From an optimization exercise on the open Yosys and OpenROAD flow, aimed at a short achievable clock period and few clock cycles; shortcuts taken in it are not production practice. No functional check of the RTL was part of this run. Power figures rest on the tool's default switching activity, not on a simulated workload.

<file path="design.v">
module ALU(clk,reset,in_A,in_B,flag_n,flag_z,ALU_op,ALU_out);
	input [15:0] in_A, in_B;
	input clk, reset;
	input ALU_op;  
	output flag_n, flag_z;
	output reg [15:0] ALU_out;
	always_comb begin
		case (ALU_op)
			0: ALU_out = in_A + in_B;
			1: ALU_out = in_A - in_B;
		endcase
	end
	assign flag_z = (ALU_out == 0);
	assign flag_n = ALU_out[15];
endmodule  
module cpu_rf(clk,reset,rf_write,reg_A,reg_B,reg_w,reg_A_data,reg_B_data,data_w);
	input clk,reset;
	input rf_write;  
	input [2:0] reg_A, reg_B;  
	input [2:0] reg_w;  
	input [15:0] data_w;  
	output logic [15:0] reg_A_data,reg_B_data;  
	logic [15:0] R0,R1,R2,R3,R4,R5,R6,R7;
	always_comb begin
		case(reg_A)
			0: reg_A_data = R0;
			1: reg_A_data = R1;
			2: reg_A_data = R2;
			3: reg_A_data = R3;
			4: reg_A_data = R4;
			5: reg_A_data = R5;
			6: reg_A_data = R6;
			7: reg_A_data = R7;
		endcase  
		case(reg_B)
			0: reg_B_data = R0;
			1: reg_B_data = R1;
			2: reg_B_data = R2;
			3: reg_B_data = R3;
			4: reg_B_data = R4;
			5: reg_B_data = R5;
			6: reg_B_data = R6;
			7: reg_B_data = R7;
		endcase  
	end
	always_ff @(posedge clk or posedge reset) begin
		if(reset) begin
			R0 <= 0;
			R1 <= 0;
			R2 <= 0;
			R3 <= 0;
			R4 <= 0;
			R5 <= 0;
			R6 <= 0;
			R7 <= 0;
		end 
		else if(rf_write) begin
			case (reg_w)
				0: R0 <= data_w;
				1: R1 <= data_w;
				2: R2 <= data_w;
				3: R3 <= data_w;
				4: R4 <= data_w;
				5: R5 <= data_w;
				6: R6 <= data_w;
				7: R7 <= data_w;
			endcase
		end
	end
endmodule  
module Reg_in_sel(reg_in, ALU_out, mdr, opB, ir, opA, pc, reg_in_data);
	input  [2:0]  reg_in;
	input  [15:0] ALU_out, mdr, ir, opA, opB, pc;
	output logic [15:0] reg_in_data;
	always_comb begin
		case(reg_in)
			0: reg_in_data = ALU_out;
			1: reg_in_data = mdr;
			2: reg_in_data = opB;
			3: reg_in_data = {ir[15]?8'b11111111:8'd0, ir[15:8]};  
			4: reg_in_data = {ir[15:8], opA[7:0]};  
			5: reg_in_data = pc;
			default: reg_in_data = 0;
		endcase  
	end
endmodule
module Alu_1_sel(alu_1, pc, opA, alu_in_A);
	input  alu_1;
	input  [15:0] pc, opA;
	output logic [15:0] alu_in_A;
	always_comb begin
		case(alu_1)
			0: alu_in_A = pc;
			1: alu_in_A = opA;
		endcase  
	end
endmodule
module Alu_2_sel(alu_2,opB,ir,alu_in_B);
	input  [1:0]  alu_2;
	input  [15:0] opB,ir;
	output logic [15:0] alu_in_B;
	always_comb begin
		case(alu_2)
			0: alu_in_B = 2;
			1: alu_in_B = opB;
			2: alu_in_B = ({ir[15]?4'b1111:4'd0, ir[15:5]} << 1);  
			3: alu_in_B = {ir[15]?8'b11111111:8'd0, ir[15:8]};  
		endcase  
	end
endmodule
module Addr_sel(addr_sel,pc,opB,mem_addr);
	input  addr_sel;
	input  [15:0] pc, opB;
	output logic [15:0] mem_addr;
	always_comb begin
		case(addr_sel)
			0: mem_addr = pc;
			1: mem_addr = opB;
		endcase  
	end
endmodule
module Pc_sel(pc_sel,ALU_out_wire,opA,pc_wire);
	input  pc_sel;
	input  [15:0] ALU_out_wire, opA;
	output logic [15:0] pc_wire;
	always_comb begin
		case(pc_sel)
			0:  pc_wire = ALU_out_wire;  
			1:  pc_wire = opA;  
		endcase  
	end
endmodule
module Reg_w_sel(reg_w_sel,ir,reg_w);
	input  reg_w_sel;
	input  [15:0] ir;
	output logic [2:0] reg_w;
	always_comb begin
		case(reg_w_sel)
			0:  reg_w = ir[7:5]; 
			1:  reg_w = 3'b111;  
		endcase  
	end
endmodule
module cpu_datapath(
	clk, reset, alu_1, alu_2, ALU_op, reg_in, addr_sel,
	opA_wr, opB_wr, alu_out_wr,pc_sel, reg_w_sel,
	PC_wr, MDR_wr, ir_wr, flag_wr, RF_wr, data_in,
	mem_addr, data_out, instr, flag_n, flag_z
	);
	input clk, reset;
	input alu_1, ALU_op, addr_sel;
	input [1:0]alu_2;
	input [2:0]reg_in;
	input pc_sel, reg_w_sel;
	input opA_wr, opB_wr, alu_out_wr;
	input PC_wr, MDR_wr, ir_wr, flag_wr;
	input RF_wr;
	input [15:0] data_in;
	output logic [15:0] mem_addr;
	output logic [15:0] data_out;
	output logic [4:0] instr;
	output logic flag_n, flag_z;
	logic [15:0] pc, mdr, ir; 
	logic [15:0] opA, opB, ALU_out;
	logic n_wire, z_wire;
	logic [15:0] reg_in_data, pc_wire;
	logic [15:0] in_A, in_B, alu_in_A, alu_in_B;
	logic [15:0] ALU_out_wire;
	logic [2:0] reg_w;
	assign instr = ir[4:0];
	assign data_out = opA;
	ALU alu_inst(
		.clk(clk), .reset(reset), .in_A(alu_in_A), .in_B(alu_in_B),
		.ALU_op(ALU_op),
		.flag_n(n_wire), .flag_z(z_wire),.ALU_out(ALU_out_wire)
	);
	cpu_rf RF_inst(
		.clk(clk), .reset(reset), .rf_write(RF_wr),
		.reg_A(ir[7:5]), .reg_B(ir[10:8]),
		.reg_w(reg_w),
		.data_w(reg_in_data),
		.reg_A_data(in_A), .reg_B_data(in_B)
	);
	always_ff @(posedge clk or posedge reset) begin
		if(reset) begin
			pc 		<= 0;
			mdr 	<= 0;
			ir 		<= 0; 
			opA 	<= 0;
			opB 	<= 0;
			ALU_out <= 0;
			flag_z  <= 0;
			flag_n  <= 0;
		end 
		else begin
			if(opA_wr) opA <= in_A;
			if(opB_wr) opB <= in_B;
			if(alu_out_wr) ALU_out <= ALU_out_wire;
			if(PC_wr) pc <= pc_wire;
			if(MDR_wr) mdr <= data_in;
			if(ir_wr) ir <= data_in;
			if(flag_wr) begin
				flag_z <= z_wire;
				flag_n <= n_wire;
			end
		end
	end
	Reg_in_sel reg_in_inst(.reg_in(reg_in), .ALU_out(ALU_out), 
						   .mdr(mdr), .opB(opB), .ir(ir), .opA(opA), 
						   .pc(pc), .reg_in_data(reg_in_data));
	Alu_1_sel alu_1_sel_inst(.alu_1(alu_1), .pc(pc), .opA(opA), .alu_in_A(alu_in_A));
	Alu_2_sel alu_2_sel_ins(.alu_2(alu_2), .opB(opB), .ir(ir), .alu_in_B(alu_in_B));
	Addr_sel addr_sel_inst(.addr_sel(addr_sel), .pc(pc), .opB(opB), .mem_addr(mem_addr));
	Pc_sel pc_sel_inst(.pc_sel(pc_sel), .ALU_out_wire(ALU_out_wire), .opA(opA), .pc_wire(pc_wire));
	Reg_w_sel reg_w_inst(.reg_w_sel(reg_w_sel), .ir(ir), .reg_w(reg_w));
endmodule  
module cpu_control(
	clk, reset,
	instr, flag_n, flag_z,
	alu_1, ALU_op, addr_sel, 
	alu_2,reg_in, pc_sel, reg_w_sel,
	mem_wait, mem_rddatavalid,
	mem_read, mem_wr,
	opA_wr, opB_wr, alu_out_wr, PC_wr, MDR_wr, ir_wr, flag_wr, RF_wr
);
	input clk, reset;
	input [4:0] instr;
	input flag_n, flag_z;
	input mem_wait, mem_rddatavalid;
	output logic alu_1, ALU_op, addr_sel;
	output logic [1:0] alu_2;
	output logic [2:0] reg_in;
	output logic pc_sel, reg_w_sel;
	output logic mem_read,mem_wr;
	output logic opA_wr, opB_wr, alu_out_wr;
	output logic PC_wr, MDR_wr, ir_wr, flag_wr;
	output logic RF_wr;
	enum int unsigned
	{	
		s_reset, c0,
		c1, c2, c3_mv, c3_asc, c4_as,
		c3_st, c3_ld, c4_ld, c5_ld, c3_mvi, 
		c3_asci, c4_asi, c3_mvhi, 
		c3_jr, c3_jznr, c3_callr, c4_callr,
		c3_j, c3_jzn, c3_call, c4_call
	} state, nextstate;
	always_ff @ (posedge clk or posedge reset) begin
		if (reset) state <= s_reset; 
		else state <= nextstate;
	end
	always_comb begin
		nextstate = state;
		alu_1      = 0;
		ALU_op     = 0;
		addr_sel   = 0;
		alu_2      = 0;
		reg_in     = 0;
		pc_sel     = 0;
		reg_w_sel  = 0;
		opA_wr     = 0;
		opB_wr     = 0;
		alu_out_wr = 0;
		PC_wr      = 0;
		MDR_wr     = 0;
		ir_wr      = 0;
		flag_wr    = 0;
		RF_wr      = 0;
		mem_read   = 0;
		mem_wr     = 0;
		case(state)
			s_reset: begin
				nextstate = c0;
			end
			c0: begin  
				if(mem_wait == 1) nextstate = c0;  
				else nextstate = c1;
				mem_read   = 1;
			end
			c1: begin  
				if(mem_rddatavalid == 0) nextstate = c1;  
				else begin  
					nextstate = c2;
					alu_1      = 0;  
					ALU_op     = 0;  
					addr_sel   = 0;  
					alu_2      = 0;  
					pc_sel     = 0;  
					PC_wr      = 1;
					ir_wr      = 1;  
				end
			end
			c2: begin  
				if(instr == 5'b00000) nextstate = c3_mv;
				else if(instr == 5'b00001 || instr == 5'b00010 || instr == 5'b00011) nextstate = c3_asc;
				else if(instr == 5'b00100) nextstate = c3_ld;
				else if(instr == 5'b00101) nextstate = c3_st;
				else if(instr == 5'b10000) nextstate = c3_mvi;
				else if(instr == 5'b10001 || instr == 5'b10010 || instr == 5'b10011) nextstate = c3_asci;
				else if(instr == 5'b10110) nextstate = c3_mvhi;
				else if(instr == 5'b01000) nextstate = c3_jr;
				else if(instr == 5'b01001 || instr == 5'b01010) nextstate = c3_jznr;
				else if(instr == 5'b01100) nextstate = c3_callr;
				else if(instr == 5'b11000) nextstate = c3_j;
				else if(instr == 5'b11001 || instr == 5'b11010) nextstate = c3_jzn;
				else if(instr == 5'b11100) nextstate = c3_call;
				reg_w_sel  = 0;  
				opA_wr     = 1; 
				opB_wr     = 1;
			end
			c3_mv: begin  
				nextstate = c0;
				reg_in     = 2;  
				reg_w_sel  = 0;  
				RF_wr      = 1;
			end
			c3_asc: begin  
				if(instr == 5'b00001) begin  
					nextstate = c4_as;
					ALU_op    = 0;  
				end
				else if(instr == 5'b00010) begin  
					nextstate = c4_as;
					ALU_op    = 1;  
				end
				else begin  
					nextstate = c0;
					ALU_op    = 1;  
				end
				alu_1      = 1;  
				alu_2      = 1;  
				alu_out_wr = 1;  
				flag_wr    = 1;  
			end
			c4_as: begin
				nextstate = c0;
				reg_in     = 0;  
				reg_w_sel  = 0;  
				RF_wr      = 1;
			end
			c3_st: begin  
				if(mem_wait == 1) nextstate = c3_st;  
				else nextstate = c0;
				addr_sel   = 1;  
				mem_wr     = 1;  
			end
			c3_ld: begin  
				if(mem_wait == 1) nextstate = c3_ld;  
				else nextstate = c4_ld;
				addr_sel   = 1;  
				mem_read   = 1;
			end
			c4_ld: begin 
				if(mem_rddatavalid == 0) nextstate = c4_ld;  
				else begin
					nextstate = c5_ld;
					MDR_wr     = 1;  
				end
			end
			c5_ld: begin  
				nextstate = c0;
				reg_in     = 1;  
				reg_w_sel  = 0;  
				RF_wr      = 1;
			end
			c3_mvi: begin  
				nextstate = c0;
				reg_in     = 3;  
				reg_w_sel  = 0;  
				RF_wr      = 1; 
			end
			c3_asci: begin  
				if(instr == 5'b10001) begin  
					nextstate = c4_asi;
					ALU_op    = 0;  
				end
				else if(instr == 5'b10010) begin  
					nextstate = c4_asi;
					ALU_op    = 1;  
				end
				else begin  
					nextstate = c0;
					ALU_op    = 1;  
				end				
				alu_1      = 1;  
				alu_2      = 3;  
				alu_out_wr = 1;  
				flag_wr    = 1;  
			end
			c4_asi: begin  
				nextstate = c0;
				reg_in     = 0;  
				reg_w_sel  = 0;  
				RF_wr      = 1;
			end
			c3_mvhi: begin  
				nextstate = c0;
				reg_in     = 4;  
				reg_w_sel  = 0;  
				RF_wr      = 1; 
			end
			c3_jr: begin  
				nextstate = c0;
				pc_sel     = 1;  
				PC_wr      = 1; 
			end
			c3_jznr: begin  
				nextstate = c0;
				if(instr == 5'b01001 && flag_z == 1) begin  
					pc_sel     = 1;  
					PC_wr      = 1; 
				end
				else if(instr == 5'b01010 && flag_n == 1) begin  
					pc_sel     = 1;  
					PC_wr      = 1; 
				end
			end
			c3_callr: begin  
				nextstate = c4_callr;
				reg_in     = 5;  
				reg_w_sel  = 1;  
				RF_wr      = 1;
			end
			c4_callr: begin  
				nextstate = c0;
				pc_sel     = 1;  
				PC_wr      = 1; 
			end
			c3_j: begin  
				nextstate = c0;
				alu_1      = 0;  
				ALU_op     = 0;  
				addr_sel   = 0;  
				alu_2      = 2;  
				pc_sel     = 0;  
				PC_wr      = 1; 
			end
			c3_jzn: begin  
				nextstate = c0;
				if(instr == 5'b11001 && flag_z == 1) begin  
					alu_1      = 0;  
					ALU_op     = 0;  
					addr_sel   = 0;  
					alu_2      = 2;  
					pc_sel     = 0;  
					PC_wr      = 1; 
				end
				else if(instr == 5'b11010 && flag_n == 1) begin  
					alu_1      = 0;  
					ALU_op     = 0;  
					addr_sel   = 0;  
					alu_2      = 2;  
					pc_sel     = 0;  
					PC_wr      = 1; 
				end			
			end
			c3_call: begin  
				nextstate = c4_call;
				reg_in     = 5;  
				reg_w_sel  = 1;  
				RF_wr      = 1;
			end 
			c4_call: begin  
				nextstate = c0;
				alu_1      = 0;  
				ALU_op     = 0;  
				addr_sel   = 0;  
				alu_2      = 2;  
				pc_sel     = 0;  
				PC_wr      = 1; 
			end
		endcase  
	end
endmodule  
module cpu(clk,reset,o_mem_addr,o_mem_rd,i_mem_rddata,
		   o_mem_wr,o_mem_wrdata, i_mem_wait,i_mem_rddatavalid);
	input clk;
	input reset;
	input [15:0] i_mem_rddata;
	input i_mem_wait, i_mem_rddatavalid;
	output [15:0] o_mem_addr;
	output [15:0] o_mem_wrdata;
	output o_mem_wr;
	output o_mem_rd;
	logic [4:0] instr;
	logic flag_n, flag_z;
	logic alu_1, ALU_op, addr_sel;
	logic [1:0] alu_2;
	logic [2:0] reg_in;
	logic pc_sel, reg_w_sel;
	logic opA_wr, opB_wr, alu_out_wr;
	logic PC_wr, MDR_wr, ir_wr, flag_wr;
	logic RF_wr;
	cpu_datapath dp_inst(.clk(clk), .reset(reset), .alu_1(alu_1), .alu_2(alu_2), .ALU_op(ALU_op), 
		.reg_in(reg_in), .addr_sel(addr_sel),
		.opA_wr(opA_wr), .opB_wr(opB_wr), .alu_out_wr(alu_out_wr),
		.PC_wr(PC_wr), .MDR_wr(MDR_wr), .ir_wr(ir_wr), .flag_wr(flag_wr), .RF_wr(RF_wr), .data_in(i_mem_rddata),
		.mem_addr(o_mem_addr), .data_out(o_mem_wrdata), .instr(instr), .flag_n(flag_n), .flag_z(flag_z),
		.pc_sel(pc_sel), .reg_w_sel(reg_w_sel));
	cpu_control ctl_inst( .clk(clk), .reset(reset),
		.instr(instr), .flag_n(flag_n), .flag_z(flag_z),
		.alu_1(alu_1), .ALU_op(ALU_op), .addr_sel(addr_sel), 
		.alu_2(alu_2), .reg_in(reg_in), .pc_sel(pc_sel), .reg_w_sel(reg_w_sel),
		.mem_wait(i_mem_wait), .mem_rddatavalid(i_mem_rddatavalid),
		.mem_read(o_mem_rd), .mem_wr(o_mem_wr),
		.opA_wr(opA_wr), .opB_wr(opB_wr), .alu_out_wr(alu_out_wr), .PC_wr(PC_wr), .MDR_wr(MDR_wr), 
		.ir_wr(ir_wr), .flag_wr(flag_wr), .RF_wr(RF_wr)
	);
endmodule  
</file>
<file path="run.sh">
#!/bin/bash
# synth_recipe.tcl (not shown) runs the flow's synth.tcl, then flattens the netlist and writes it again
# the make line also repeats each setting of config.mk as NAME=value (left out here)
make -C /OpenROAD-flow-scripts/flow DESIGN_CONFIG=/design/flow/config.mk WORK_HOME=/design/flow/orfs CLKGATE_MAP_FILE= SYNTH_SCRIPT=/design/flow/synth_recipe.tcl finish
</file>
<file path="config.mk">
export PLATFORM = sky130hd
export DESIGN_NAME = cpu
export DESIGN_NICKNAME = cpu
export VERILOG_FILES = /design/flow/design.v
export SDC_FILE = /design/flow/constraint.sdc
export NUM_CORES = 4
export LEC_CHECK = 0
export CAP_MARGIN = 20
export CORE_MARGIN = 2
export CORE_UTILIZATION = 40
export PLACE_DENSITY = 0.6
export SLEW_MARGIN = 20
</file>
<file path="constraint.sdc">
create_clock -name core_clock -period 6.0 [get_ports {clk}]
set_input_delay 1.2000 -clock core_clock [delete_from_list [all_inputs] [get_ports {clk}]]
set_output_delay 1.2000 -clock core_clock [all_outputs]
set_load 0.01 [all_outputs]
</file>
==> notes.md <==
[worst paths after layout]
check                      cells after the start             startpoint  slack, ns                     end
setup / recovery                              15      ctl_inst.state[3]       0.73          dp_inst.flag_n
hold / removal                                 2  dp_inst.RF_inst.R4[7]       0.48   dp_inst.RF_inst.R4[7]
max in group asynchronous                      3                  reset       4.00           dp_inst.ir[7]
setup reg to reg                              15      ctl_inst.state[3]       0.73          dp_inst.flag_n
min in group asynchronous                      3                  reset       1.21  dp_inst.RF_inst.R5[13]
hold reg to reg                                2  dp_inst.RF_inst.R4[7]       0.48   dp_inst.RF_inst.R4[7]
[worst max-delay path: stages (launching register included)]
cell and delay, ns:
dfrtp_1 0.53, buf_4 0.24, or3b_2 0.50, nor2_1 0.56, a21oi_1 0.19, a31oi_2 0.48
a31oi_1 0.11, o32a_1 0.34, ha_1 0.25, or3_1 0.40, o211ai_1 0.25, a21oi_1 0.14
o41ai_1 0.44, o21ai_0 0.21, xnor2_1 0.20, mux2_1 0.29
[metal layers]
metal,global-route usage,vias to the layer above,share of wire
li1,-,5405,-
met1,0.349,5712,0.44
met2,0.397,465,0.45
met3,0.0336,100,0.069
met4,0.0936,0,0.039
met5,0,-,0
[cells by family after synthesis]
family | synth area share
buffers and inverters | 0.0457
and+or+nand+nor | 0.144
DFF | 0.428
muxes | 0.141
xor gates and xnor gates | 0.0182
adders and majority gates | 0.0164
AOI/OAI and AO/OA | 0.206
[power groups by stage]
stage	Combinational [mW]	Clock, mW	Sequential, mW
6_report	4.99	1.79	2.96
2_1_floorplan	3.56	0	2.59
5_1_grt	5.46	1.88	3.03
3_3_place_gp	4.84	0	2.94
3_5_place_dp	4.90	0	2.95
4_1_cts	4.92	1.81	2.93
[cells in the mapped netlist, drive strengths merged, types with 4 or more instances]
| cell | count | area [um^2] |
|---|---|---|
| o31ai | 16 | 125 |
| o21a | 10 | 75.1 |
| nor2b | 12 | 75.1 |
| dfrtp | 230 | 5760 |
| or2 | 5 | 31.3 |
| ha | 16 | 200 |
| o21ai | 183 | 920 |
| a22o | 6 | 52.6 |
| nand3 | 20 | 100 |
| o221ai | 5 | 43.8 |
| a31oi | 15 | 93.8 |
| nor3 | 27 | 140 |
| clkbuf | 79 | 297 |
| a221oi | 21 | 184 |
| a2111oi | 4 | 41.3 |
| o211ai | 4 | 30.0 |
| a21oi | 107 | 536 |
| or3 | 6 | 37.5 |
| a222oi | 12 | 120 |
| inv | 47 | 176 |
| a211oi | 5 | 37.5 |
| mux4 | 19 | 428 |
| o22a | 4 | 35.0 |
| nand2b | 8 | 57.6 |
| nand4 | 5 | 37.5 |
| xnor2 | 17 | 149 |
| o22ai | 9 | 56.3 |
| and3 | 5 | 31.3 |
| mux2 | 82 | 923 |
| and2 | 4 | 25.0 |
| a22oi | 29 | 218 |
| buf | 28 | 138 |
| xor2 | 11 | 96.3 |
| mux2i | 55 | 551 |
| nand2 | 238 | 893 |
| nor2 | 108 | 408 |
[per-stage QoR]
step	std cells	hold WS [ns]	setup WS [ns]	utilization	instance area (um^2)
CTS	1979	0.487	0.806	0.464	15500
finish	1982	0.484	0.729	0.465	15500
detailed placement	1927	0.474	0.865	0.434	14500
global placement	1925	0.464	0.938	0.434	14500
global route	1982	0.510	0.376	0.465	15500
floorplan	1492	0.449	1.48	-	13500
[registers in the layout, indices dropped and copies added, names as in the netlist]
name and count:
dp_inst.flag_n 1, dp_inst.RF_inst.R0 16, dp_inst.RF_inst.R6 16, dp_inst.RF_inst.R1 16, dp_inst.ir 16, dp_inst.opA 16, dp_inst.opB 16, ctl_inst.state 5
dp_inst.ALU_out 15, dp_inst.RF_inst.R5 16, dp_inst.flag_z 1, dp_inst.RF_inst.R4 16, dp_inst.mdr 16, dp_inst.RF_inst.R7 16, dp_inst.RF_inst.R3 16, dp_inst.RF_inst.R2 16
dp_inst.pc 16
[layout make-up]
| cell class | count | area [um^2] | area share |
|---|---|---|---|
| multi-input combinational | 1107 | 7140 | 0.460 |
| sequential | 230 | 5760 | 0.372 |
| clock buffer | 44 | 871 | 0.0562 |
| timing repair buffer | 97 | 861 | 0.0555 |
| tap | 448 | 561 | 0.0362 |
| inverter | 48 | 184 | 0.0119 |
| clock inverter | 8 | 128 | 0.00823 |
==> metrics.cfg <==
[logic_synthesis]
syn_area_um2=13500
syn_avg_cell_area_um2=9.02
async_reset_ff_frac=1.00
synth_edf_count=0
synth_ff_type=dfrtp_1
syn_nets=1529
ys_warn_count=10
synthesis.instances=1492
synth_seq_area_share=0.428
yosysUniqueCellTypes=74
postSynthRegisterBits=230

[clock_tree]
insertion_delay_ns=0.56
cts_root_buf=clkbuf_16
cts_sinks=230
cts-resized-gates=0
hold_buffers=0
clk_pin_slew_worst_paths_ns=0.06
htreeDepth=1
clockBufferDepth=3
cts_setup_buffers=0
cts_tree=yes
cts_buffers=28

[global_routing]
grt_overflow=0
grt_usage=0.250
grt_max_degree=176
antenna_found_initial=0
grt_pass1_wl_um=68400
grt_pass1_vias=11200

[route]
post-route-drc-count=0
ant_nets=0
routed_wl_um=43900
routed_via_density=5.89
dr.pass1.iters=7
post_drt_wl_per_cell_um=22.2
dr_total_vias=11700
drtIter0Drc=1133

[pwr]
pwr-share-seq=0.304
power_density_nw_per_um2=628
design_power_total_mw=9.74
pwr-share-comb=0.512
p_int_mw=5.29
p_sw_mw=4.44
sw_frac_of_total=0.456
power.leakage_nw=6.63
clkPwrFrac=0.184
vdd_drop_max_v=0.000283

[die]
dieArea_um2=35100
die_h_um=187
rows=67
design.core.area_um2=33400
io_pins=54
initial_core_util=0.403
die_x_um=187

[worst_hold_path]
hold_path_class=register to register

[outcome]
status=finished clean

[timing]
timing.fmax_mhz=190
finalCritPeriodShare=0.878
finalSetupViolations=0
hold_violations=0
worst_pin_slew_ns=1.11
tns_ns=0
drv_slew=0
fin_crit_ns=5.27
finalClockSkew_ns=0.0128
rsz0062_at_grt=false
slew_headroom=0.257

[worst_setup_path]
critical_path_arrival_ns=5.72
cp_max_fo=14
crit_path_end_kind=register
crit_type=register to register
crit_required_ns=6.45
critPathLaunchType=register

[placement]
port_buffers=53
routabilityCongestion=0.923
dpl.hpwl_um=30000

[final_layout]
drive_gt1_frac=0.144
final_common_cell=nand2_1
final_cell_mix=nand2_1, dfrtp_1, o21ai_0, a21oi_1, nor2_1
area_delta_synth_final_pct=15.2
n_fill_cell=3232
nets=1549
antennaDiodeCount=0

[run]
drv_cap=0

## static timing again, ports no longer ideal
Ports are ideal in the flow. The routed layout listed here was re-timed in OpenROAD.
Step 1 (the two cells are an assumption about what drives the block):
set clk [get_ports {clk}]
set_driving_cell -lib_cell sky130_fd_sc_hd__clkbuf_16 $clk
set_driving_cell -lib_cell sky130_fd_sc_hd__buf_2 [delete_from_list [all_inputs] $clk]
Step 2 times the ports against the registers' clock, not the clock port: input delays grow and output delays shrink by t, the midpoint of the rising clock arrivals with the driver on.
a / b / c = no drivers / after step 1 / after step 2; a / b = the first two.
t, ns: 0.610
slack for setup (ns): 0.729 / 0.729 / 0.729
worst setup path at the end: register to register
clock arrival spread, ns: 0.014 / 0.014
worst register clock-pin slew, ns: 0.07 / 0.07
After both steps this run still meets setup and hold. For this run, drivers alone change the setup slack by 0.000 ns; drivers and shift together by 0.000 ns.
